From an optimization exercise on the open Yosys and OpenROAD flow, aimed at small area; shortcuts taken in it are not production practice. The RTL was checked by simulation tests, not by an equivalence proof against the original design. No activity file was given, so power comes from the tool's default toggle rates.

## flow/design.v (module list and top-level ports; edited modules follow where they fit)
// module spacekey: 2565 lines
module spacekey(VGA_RED, VGA_BLUE, VGA_GREEN, hex0, pix_x, pix_y, pix_v, imgReturn, jump, restart, clk, rst);
  // ...
==> flow/run.sh <==
#!/bin/bash
# synth_recipe.tcl (not shown) runs the flow's synth.tcl, then flattens the netlist and writes it again
# the make line also repeats each setting of config.mk as NAME=value (left out here)
make -C /OpenROAD-flow-scripts/flow DESIGN_CONFIG=/design/flow/config.mk WORK_HOME=/design/flow/orfs CLKGATE_MAP_FILE= SYNTH_SCRIPT=/design/flow/synth_recipe.tcl finish
==> flow/config.mk <==
export PLATFORM = sky130hd
export DESIGN_NAME = spacekey
export DESIGN_NICKNAME = spacekey
export VERILOG_FILES = /design/flow/design.v
export SDC_FILE = /design/flow/constraint.sdc
export NUM_CORES = 4
export LEC_CHECK = 0
export ABC_AREA = 1
export CAP_MARGIN = 20
export CORE_MARGIN = 2
export CORE_UTILIZATION = 40
export CTS_BUF_LIST = sky130_fd_sc_hd__clkbuf_4
export CTS_CLUSTER_SIZE = 20
export PLACE_DENSITY = 0.6
export SLEW_MARGIN = 20
==> flow/constraint.sdc <==
create_clock -name core_clock -period 12.0 [get_ports {clk}]
set_input_delay 2.4000 -clock core_clock [delete_from_list [all_inputs] [get_ports {clk}]]
set_output_delay 2.4000 -clock core_clock [all_outputs]
set_load 0.01 [all_outputs]
==> impl_metrics.env, run 1 <==
export IMPL_cpPeakStageDelay_ps=620
export IMPL_seq_power_uw=109
export IMPL_routed_via_density=5.32
export IMPL_power_frac_seq_pct=47.6
export IMPL_cp_top_family="adder cells"
export IMPL_root_buffer="clkbuf_4"
export IMPL_wl_per_cell_um=13.6
export IMPL_net_switching_power_uw=75.2
export IMPL_status="no timing/DRC/antenna violations"
export IMPL_worstPathRequired_ps=9600
export IMPL_syn_cell_area_mm2=0.00358
export IMPL_ys_seq_area_share_pct=17.9
export IMPL_ir_drop_mv=0.0673
export IMPL_r2r_start="lvl[1]"
export IMPL_hold_viol=0
export IMPL_min_from="jp2"
export IMPL_crit_cells=30
export IMPL_drc_errors=0
export IMPL_buffers=42
export IMPL_inv_count=87
export IMPL_cp_arrival_ps=8100
export IMPL_register_area_um2=641
export IMPL_syn_instance_count=569
export IMPL_yosysMostFrequentCell="nand2_1"
export IMPL_hold_class="reg -> reg"
export IMPL_synthTopCellsByArea="dfxtp_1 (18%), nand2_1 (13%), ha_1 (9.8%), inv_1 (8.2%), o21ai_0 (6.4%)"
export IMPL_layout_setup_ws_ps=1500
export IMPL_nets=670
export IMPL_grt_pass1_vias=3725
export IMPL_ios=49
export IMPL_met3_usage_pct=2.06
export IMPL_cts_buffers=5
==> run 2: changes to the inputs <==
--- a/flow/config.mk
+++ b/flow/config.mk
@@ -9,7 +9,5 @@
 export CAP_MARGIN = 20
 export CORE_MARGIN = 2
 export CORE_UTILIZATION = 40
-export CTS_BUF_LIST = sky130_fd_sc_hd__clkbuf_4
-export CTS_CLUSTER_SIZE = 20
 export PLACE_DENSITY = 0.6
 export SLEW_MARGIN = 20
==> impl_metrics.env, run 2 <==
export IMPL_drive_gt1_share_pct=7.74
export IMPL_ctsHoldBuffers=0
export IMPL_insertion_delay_ps=280
export IMPL_clk_path_buf_depth=2
export IMPL_timing_setup_tns_ps=0
export IMPL_r2r_slack_ps=6900
export IMPL_syn_instance_count=569
export IMPL_track_usage_pct=20.9
export IMPL_floorplan_initialDensity_pct=41.2
export IMPL_grt_pass1_vias=3712
export IMPL_die_h_um=98.6
export IMPL_cpMaxStageDelayCell="clkdlybuf4s50_1"
export IMPL_drtIter0Drc=183
export IMPL_root_buffer="clkbuf_8"
export IMPL_ys_ff_latch=32
export IMPL_rows=34
export IMPL_leakagePower_nw=1.85
export IMPL_ios=49
export IMPL_yosysMostFrequentCell="nand2_1"
export IMPL_worstSetupEndpointType="output pin"
export IMPL_synth_commonest_cells="nand2_1 (120), inv_1 (78), nor2_1 (57)"
export IMPL_ys_types=51
export IMPL_hold_class="reg -> reg"
export IMPL_rsz0062_at_grt="false"
export IMPL_final_common_cell="nand2_1"
export IMPL_tightest_slew_ps=655
export IMPL_period_share_pct=87.5
export IMPL_maxSlewViolCount=0
export IMPL_first_pass_iters=4
export IMPL_largest_reg_flops=10
export IMPL_nets=670
export IMPL_vias=3821
export IMPL_cts_resized=0
export IMPL_hpwl_um=8000
export IMPL_synthTopCellsByArea="dfxtp_1 (18%), nand2_1 (13%), ha_1 (9.8%), inv_1 (8.2%), o21ai_0 (6.4%)"
export IMPL_path_clk_slew_ps=60
export IMPL_ys_seq_area_share_pct=17.9
export IMPL_yosys_area_top_type="dfxtp_1"
export IMPL_routed_via_density=5.34
export IMPL_cpPeakStageDelay_ps=620
export IMPL_post_cts_setup_buffers=0
export IMPL_die_area_mm2=0.00972
export IMPL_diodes=0
export IMPL_antenna_found_initial=0
export IMPL_whs_ps=468
export IMPL_top_regs="px x10, j1 x7, j2 x7"
export IMPL_avgSynthCellArea_um2=6.29
export IMPL_min_period_ps=10510
export IMPL_cp_arrival_ps=8110
export IMPL_drc_errors=0
export IMPL_syn_cell_area_mm2=0.00358
export IMPL_largest_register="px"
export IMPL_hold_viol=0
export IMPL_place_gp_congestion=0.960
export IMPL_die_w_um=98.6
export IMPL_cts_buffers=5
export IMPL_cts_tree="done"
export IMPL_yosys_most_used_dff="dfxtp_1"
export IMPL_skew_ps=2.93
export IMPL_critPathMostFrequentCell="fa_1"
export IMPL_fmax_ghz=0.0952
export IMPL_path_max_fanout=7
export IMPL_ir_drop_mv=0.0752
export IMPL_syn_nets=632
export IMPL_async_flop_share_pct=0
export IMPL_area_delta_synth_final_pct=16.1
export IMPL_synth_edf_count=0
export IMPL_critPathKind="in -> out"
export IMPL_cts_htree_levels=2
export IMPL_cts_sinks=32
export IMPL_grt_max_degree=21
export IMPL_ant_nets=0
export IMPL_overflow=0
export IMPL_setup_viol=0
export IMPL_synth_top_area_share_pct=17.9
export IMPL_maxCapViolCount=0
export IMPL_slew_headroom_pct=56.2
export IMPL_start_kind="input port"
export IMPL_drt_total_wl_um=9700
export IMPL_port_buffers=42
export IMPL_ys_warnings_count=1
export IMPL_total_power_uw=262
export IMPL_worstPathRequired_ps=9600
export IMPL_final_cell_mix="nand2_1 (120), inv_1 (78), nor2_1 (57), o21ai_0 (46), a21oi_1 (43)"
export IMPL_core_mm2=0.00868
export IMPL_status="no timing/DRC/antenna violations"
export IMPL_wl_per_cell_um=13.6
export IMPL_grt_pass1_wl_um=17100
export IMPL_powerDensity_mw_per_mm2=63.2
-- run 2: changes by cell type in the layout (fill, tap and decap cells not counted) --
cell	change
clkbuf_8	+7
clkbuf_4	-5
clkinv_1	-2
-- run 2: layer usage --
| metal | up-vias | GRT usage, % | wire length [um] |
|---|---|---|---|
| met5 | - | 0 | 0 |
| met4 | 0 | 5.58 | 184 |
| met3 | 15 | 2.27 | 530 |
| met2 | 117 | 34.1 | 4280 |
| met1 | 1711 | 29.5 | 4710 |
| li1 | 1978 | - | - |
-- run 2: worst paths after layout --
check | endpoint | cells after the start | startpoint
max | VGA_GREEN[2] | 30 | pix_y[1]
min | jp2 | 2 | jp2
max reg2reg | px[7] | 23 | lvl[1]
min reg2reg | jp2 | 2 | jp2
-- run 2: power by group --
group	switching (mW)	leakage, nW	internal, mW	total [mW]
Clock	0.0381	0.0503	0.0510	0.0891
Combinational	0.0390	1.54	0.0254	0.0644
Sequential	0.00137	0.259	0.107	0.109
Total	0.0784	1.85	0.184	0.262
-- run 2: final cells by class --
cell class / instances / area, um2
Tap cell: 108 / 135
Inverter: 87 / 330
Timing Repair Buffer: 42 / 420
Clock buffer: 7 / 96.3
Multi-Input combinational cell: 439 / 2530
Fill cell: 934 / 4530
Sequential cell: 32 / 641
-- run 2: cell families after synthesis --
kind of cell,after synthesis,synth area share (%)
other cells,1,0.105
compound gates,127,20.5
xor+xnor,7,1.71
buf+inv,98,11.4
fa+ha+maj,33,12.6
simple gates,271,35.8
flops,32,17.9
-- run 2: through the flow --
step                instance area (um2)  util, %  std cells  worst slack [ps]
global placement                   4060     46.7        708              1580
CTS                                4150     47.9        715              1480
detailed placement                 4060     46.7        708              1510
finish                             4150     47.9        715              1490
global route                       4150     47.9        715              1060
floorplan                          3580        -        569              3090
-- run 2: critical path: cells and delay by family --
family / cells / cell delay (ps)
buffers and inverters: 8 / 1730
and+or+nand+nor: 11 / 1180
adders and majority gates: 8 / 2400
AOI/OAI and AO/OA: 3 / 390
==> run 3: changes to the inputs <==
==> flow/flow/run.sh (new file) <==
#!/bin/bash
# Standard layout, except that the port buffers are the smallest buffer cell.
set -e
echo 'export BUFFER_PORTS_ARGS = -buffer_cell sky130_fd_sc_hd__buf_1' >> config.mk
bash standard.sh > standard.log 2>&1
==> flow/standard.sh (new file) <==
#!/bin/bash
# synth_recipe.tcl (not shown) runs the flow's synth.tcl, then flattens the netlist and writes it again
# the make line also repeats each setting of config.mk as NAME=value (left out here)
make -C /OpenROAD-flow-scripts/flow DESIGN_CONFIG=/design/flow/config.mk WORK_HOME=/design/flow/orfs CLKGATE_MAP_FILE= SYNTH_SCRIPT=/design/flow/synth_recipe.tcl "${@:-finish}"
--- a/flow/config.mk
+++ b/flow/config.mk
@@ -9,5 +9,7 @@
 export CAP_MARGIN = 20
 export CORE_MARGIN = 2
 export CORE_UTILIZATION = 40
+export CTS_BUF_LIST = sky130_fd_sc_hd__clkbuf_4
 export PLACE_DENSITY = 0.6
 export SLEW_MARGIN = 20
+export BUFFER_PORTS_ARGS = -buffer_cell sky130_fd_sc_hd__buf_1
removed: flow/run.sh
==> impl_metrics.env, run 3 <==
export IMPL_cts_sinks=32
export IMPL_ys_warnings_count=1
export IMPL_start_kind="input port"
export IMPL_largest_register="px"
export IMPL_syn_nets=632
export IMPL_fmax_ghz=0.103
export IMPL_leakagePower_nw=1.72
export IMPL_rows=34
export IMPL_ys_seq_area_share_pct=17.9
export IMPL_cpMaxStageDelayCell="fa_1"
export IMPL_synth_commonest_cells="nand2_1 (120), inv_1 (78), nor2_1 (57)"
export IMPL_avgSynthCellArea_um2=6.29
export IMPL_clk_path_buf_depth=2
export IMPL_cpPeakStageDelay_ps=400
export IMPL_cts_buffers=5
export IMPL_ant_nets=0
export IMPL_synth_edf_count=0
export IMPL_maxSlewViolCount=0
export IMPL_yosysMostFrequentCell="nand2_1"
export IMPL_power_share_clock_pct=25.2
export IMPL_core_mm2=0.00868
export IMPL_top_regs="px x10, j1 x7, j2 x7"
export IMPL_slew_headroom_pct=48.4
export IMPL_root_buffer="clkbuf_4"
export IMPL_drtIter0Drc=127
export IMPL_period_share_pct=80.7
export IMPL_maxCapViolCount=0
export IMPL_post_cts_setup_buffers=0
export IMPL_path_clk_slew_ps=80
export IMPL_diodes=0
export IMPL_hold_class="reg -> reg"
export IMPL_port_buffers=42
export IMPL_setup_viol=0
export IMPL_die_h_um=98.6
export IMPL_ctsHoldBuffers=0
export IMPL_ys_types=51
export IMPL_die_area_mm2=0.00972
export IMPL_insertion_delay_ps=330
export IMPL_yosys_most_used_dff="dfxtp_1"
export IMPL_ios=49
export IMPL_place_gp_congestion=1.02
export IMPL_critPathKind="in -> out"
export IMPL_hold_viol=0
export IMPL_wl_per_cell_um=12.9
export IMPL_area_delta_synth_final_pct=7.31
export IMPL_status="no timing/DRC/antenna violations"
export IMPL_ir_drop_mv=0.0612
export IMPL_swShare_pct=33.8
export IMPL_first_pass_iters=5
export IMPL_syn_instance_count=569
export IMPL_die_w_um=98.6
export IMPL_async_flop_share_pct=0
export IMPL_nets=670
export IMPL_track_usage_pct=19.3
export IMPL_net_switching_power_uw=74.3
export IMPL_final_common_cell="nand2_1"
export IMPL_yosys_area_top_type="dfxtp_1"
export IMPL_synth_top_area_share_pct=17.9
export IMPL_grt_pass1_wl_um=15600
export IMPL_hpwl_um=7650
export IMPL_cts_tree="done"
export IMPL_synthTopCellsByArea="dfxtp_1 (18%), nand2_1 (13%), ha_1 (9.8%), inv_1 (8.2%), o21ai_0 (6.4%)"
export IMPL_skew_ps=10.2
export IMPL_r2r_slack_ps=6860
export IMPL_ys_ff_latch=32
export IMPL_routed_via_density=5.31
export IMPL_worstSetupEndpointType="output pin"
export IMPL_largest_reg_flops=10
export IMPL_grt_pass1_vias=3392
export IMPL_min_period_ps=9680
export IMPL_whs_ps=468
export IMPL_cts_htree_levels=2
export IMPL_cp_arrival_ps=7280
export IMPL_rsz0062_at_grt="false"
export IMPL_powerDensity_mw_per_mm2=57.1
export IMPL_critPathMostFrequentCell="fa_1"
export IMPL_tightest_slew_ps=774
export IMPL_power_frac_seq_pct=49.6
export IMPL_placed_cell_area_mm2=0.00379
export IMPL_overflow=0
export IMPL_drive_gt1_share_pct=7.41
export IMPL_floorplan_initialDensity_pct=41.2
export IMPL_p_int_uw=145
export IMPL_drc_errors=0
export IMPL_drt_total_wl_um=9230
export IMPL_grt_max_degree=21
export IMPL_path_max_fanout=7
export IMPL_syn_cell_area_mm2=0.00358
export IMPL_timing_setup_tns_ps=0
export IMPL_antenna_found_initial=0
export IMPL_vias=3794
export IMPL_power_frac_comb_pct=25.2
export IMPL_final_cell_mix="nand2_1 (120), inv_1 (78), nor2_1 (57), o21ai_0 (46), a21oi_1 (43)"
export IMPL_stdcell_area_mm2=0.00384
export IMPL_cts_resized=0
export IMPL_worstPathRequired_ps=9600
[run 3: power groups by stage]
stage | clock, mW | combinational (mW) | sequential [mW]
after detailed placement | 0 | 0.0549 | 0.111
after CTS | 0.0597 | 0.0552 | 0.109
after global placement | 0 | 0.0547 | 0.111
final | 0.0554 | 0.0553 | 0.109
after global routing | 0.0634 | 0.0633 | 0.109
after floorplan | 0 | 0.0394 | 0.111
[run 3: critical path, delay by kind of cell]
kind / cells / cell delay (ps)
adder cells (fa/ha/maj): 8 / 2450
buffers and inverters: 8 / 940
AND/OR/NAND/NOR: 11 / 1070
AO/OA/AOI/OAI: 4 / 410
[run 3: path summary, 6_finish.rpt]
| kind | from | endpoint | depth (start not counted) |
|---|---|---|---|
| setup / recovery | pix_y[1] | VGA_GREEN[2] | 31 |
| hold / removal | jp2 | jp2 | 2 |
| setup reg to reg | lvl[1] | px[9] | 23 |
| hold reg to reg | jp2 | jp2 | 2 |
[run 3: area by class of cell]
class | count | area, um2
fill | 976 | 4840
timing repair buffer | 42 | 158
sequential | 32 | 641
multi-input combinational | 439 | 2530
tap | 108 | 135
clock buffer | 5 | 37.5
clock inverter | 2 | 7.51
inverter | 87 | 330
[run 3: cell families (layout without fill, tap and decap cells)]
group	Yosys count	in the layout	share of synthesized area, %
simple gates	271	271	35.8
compound gates	127	127	20.5
buf+inv	98	136	11.4
fa+ha+maj	33	33	12.6
flops	32	32	17.9
xor+xnor	7	7	1.71
other cells	1	1	0.105
[run 3: stage by stage]
step	setup WS [ps]	instances	power, mW	utilization, %
after floorplan	3090	569	0.150	-
after global placement	2320	708	0.166	43.7
after detailed placement	2280	708	0.166	43.7
after CTS	2270	715	0.224	44.2
after global routing	1840	715	0.236	44.2
final	2320	715	0.219	44.2
[run 3: layer usage]
layer	GRT usage (%)	up-vias	part of all wire, %
met5	0	-	0
met4	4.95	0	1.4
met3	2.55	11	3.7
met2	32.1	84	46
met1	26.4	1721	49
li1	-	1978	-

[what the ideal ports hide]
The flow's constraints put no driver on any port. The routed layouts listed below were extracted and timed again, unchanged, in two steps. Step 1 assumes that a clkbuf_16 drives the clock port and a buf_2 every other input. Step 2, shift: input delay + t, output delay - t, t = (earliest + latest rising clock arrival at the registers) / 2. This alone moves slack from input paths to output paths. Slacks: no drivers / after step 1 / after step 2; pairs: no drivers / after step 1.
| run | t, ns | setup WS [ns] | worst hold slack (ns) |
|---|---|---|---|
| run 1 | 0.343 | 1.496 / 1.467 / 1.467 | 0.475 / 0.475 / 0.475 |
| run 2 | 0.308 | 1.495 / 1.466 / 1.466 | 0.468 / 0.468 / 0.468 |
| run 3 | 0.352 | 2.319 / 2.294 / 2.294 | 0.468 / 0.468 / 0.468 |
After both steps setup and hold are still met in every run listed.
